Background: an optimization exercise with open tools, aiming at small area. Do not read the settings as production practice. Only simulation tests tie the RTL to the original design; equivalence was not proved.

Setup of job 102:
## filter
module filter (
input logic clk, enable,
input logic signed [15:0] inData,
output logic signed [15:0] outData
);
logic [15:0] x [0:31];
always_ff @(posedge clk)
    if (enable) begin
        x[0] <= inData;
        for (int k = 1; k < 32; k++) x[k] <= x[k-1];
    end
  ...
Size in the first run: ~2500 cells after synthesis, roughly 690 flip-flops, ~34 I/O pins, ~49000 um^2 of cells after synthesis.
make LEC_CHECK=0 CAP_MARGIN=20 CORE_MARGIN=2 CORE_UTILIZATION=45 CTS_BUF_LIST=sky130_fd_sc_hd__clkbuf_8 CTS_CLUSTER_DIAMETER=55 CTS_CLUSTER_SIZE=22 GPL_TIMING_DRIVEN=0 PLACE_DENSITY=0.75 SLEW_MARGIN=20 SYNTH_HIERARCHICAL=1 finish   # period 6.5 ns
run.sh (not shown) runs the stock make flow with config.mk's settings and CLKGATE_MAP_FILE= SYNTH_SCRIPT=/design/flow/synth_recipe.tcl, a recipe that flattens the netlist after the stock synthesis.
Both conditions hold for job 102: the flow ran to the end and the final layout passed the timing, DRC and antenna checks.
#### Input delta (job 104 over job 102)
- PLACE_DENSITY changed from 0.75 to 0.88
--- outcome ---
- Looking at routed metal-1 wire length, job 104 sits about 14% lower than job 102 does.
- Wire length improves in job 104 relative to job 102.
- From job 102 to job 104 the numbers moved as follows: routing usage on met1 moved down; setup slack moved up; sum of met3 wire segment lengths after detailed routing moved up; maximum clock frequency level.

========
filter, a different RTL version from the one above (not shown whole).
For scale: about 2600 cells after synthesis, ~34 I/O pins, ~51000 µm² of cells after synthesis.
make LEC_CHECK=0 CAP_MARGIN=20 CORE_MARGIN=2 CORE_UTILIZATION=45 CTS_BUF_LIST=sky130_fd_sc_hd__clkbuf_16 CTS_CLUSTER_DIAMETER=60 CTS_CLUSTER_SIZE=30 GPL_TIMING_DRIVEN=0 SLEW_MARGIN=20 SYNTH_HIERARCHICAL=1 finish   # period 6.5 ns
Rerun with:
- CTS_BUF_LIST: sky130_fd_sc_hd__clkbuf_16 -> sky130_fd_sc_hd__clkbuf_8
- CTS_CLUSTER_SIZE: 30 -> 26
Maximum frequency hardly moves.
Cell area drops by 1.4%.
Global-route usage hardly moves.
Final cell count barely changes.
Core utilization falls by 0.70 points.
Synthesized area is unchanged.

========
xenon:
filter again, from the RTL that the note above started with.
export LEC_CHECK = 0
export CAP_MARGIN = 20
export CORE_MARGIN = 2
export CORE_UTILIZATION = 45
export CTS_BUF_LIST = sky130_fd_sc_hd__clkbuf_8
export CTS_CLUSTER_DIAMETER = 50
export CTS_CLUSTER_SIZE = 20
export GPL_TIMING_DRIVEN = 0
export SLEW_MARGIN = 20
export SYNTH_HIERARCHICAL = 1
create_clock -name core_clock -period 6.5 [get_ports {clk}]
xenon finished every step from synthesis to the final layout, and the layout passed the timing, DRC and antenna checks.
[inputs] cedar vs xenon
Settings: CTS_CLUSTER_SIZE removed (was 20); CTS_CLUSTER_DIAMETER removed (was 50); CTS_BUF_LIST changed from sky130_fd_sc_hd__clkbuf_8 to sky130_fd_sc_hd__clkbuf_4.
[summary]
Diff xenon -> cedar: average routed wire per standard cell went down 3.3%.
Relative to xenon, the cell area of cedar is higher by about 0.9%.
Looking at core utilization, cedar sits 0.44 points higher than xenon does.
cedar against xenon: layout cell share with drive strength beyond 1 went up, sequential share of layout area went down.
Compared with xenon, in cedar area of the die essentially unchanged.
cedar vs xenon — global-route usage over all layers rose 0.33 points.
~same area used by multi-input combinational logic in xenon and cedar
Across xenon and cedar, the outcome is the same: a clean finish for every run.

========
RTL: one of the versions met above, not the one the previous note started from.
Size in the first run: ~690 flip-flops, roughly 34 I/O pins, roughly 49000 um2 of cells after synthesis.
Settings: LEC_CHECK=0, CAP_MARGIN=20, CORE_MARGIN=2, CORE_UTILIZATION=45, CTS_BUF_LIST=sky130_fd_sc_hd__clkbuf_8, CTS_CLUSTER_DIAMETER=55, CTS_CLUSTER_SIZE=22, GPL_TIMING_DRIVEN=0, SLEW_MARGIN=20, SYNTH_HIERARCHICAL=1; clock period 6.5 ns.
The baseline completed without violations.
Edit:
- CAP_MARGIN: 20 -> 5
- CTS_CLUSTER_DIAMETER: 55 -> 50
- CTS_CLUSTER_SIZE: 22 -> 20
- SLEW_MARGIN: 20 -> 5
The changed run passed the timing, DRC and antenna checks.
Non-clock buffer count came out lower by 1.
Worst hold slack loses 0.031 ns.
Design area climbs by 0.36%.
Routed wire length is about the same.
Global-route usage is about the same.
Die area does not change.
Core utilization rises by 0.18 points.
Worst setup slack gets better by 0.032 ns.
Synthesized area is unchanged.

re-timing with driven ports:
The results above use ideal ports. As a check the final layouts listed here were re-extracted and re-timed, cells and wires unchanged. Step 1, drivers: a clkbuf_16 drives clk and a buf_2 each remaining input, both assumed. Step 2, shift: input delay + t, output delay - t, t = (earliest + latest rising clock arrival at the registers) / 2. This alone moves slack from input paths to output paths. Slacks: ideal ports / drivers / drivers and shift; pairs: ideal ports / drivers.
| run | t, ns | slack for setup (ns) | worst setup path at the end |
|---|---|---|---|
| job 102 | 0.786 | 0.167 / 0.167 / 0.167 | register to register |
| job 104 | 0.786 | 0.181 / 0.181 / 0.181 | register to register |
| the first run of note 2 | 0.738 | 0.106 / 0.106 / 0.106 | register to register |
| the second run of note 2 | 0.820 | 0.094 / 0.094 / 0.094 | register to register |
| xenon | 0.904 | 0.065 / 0.065 / 0.065 | register to register |
| cedar | 1.224 | 0.090 / 0.090 / 0.090 | register to register |
| the first run of note 4 | 0.810 | 0.121 / 0.121 / 0.121 | register to register |
| the second run of note 4 | 0.828 | 0.153 / 0.153 / 0.153 | register to register |
After both steps every run listed still meets setup and hold.
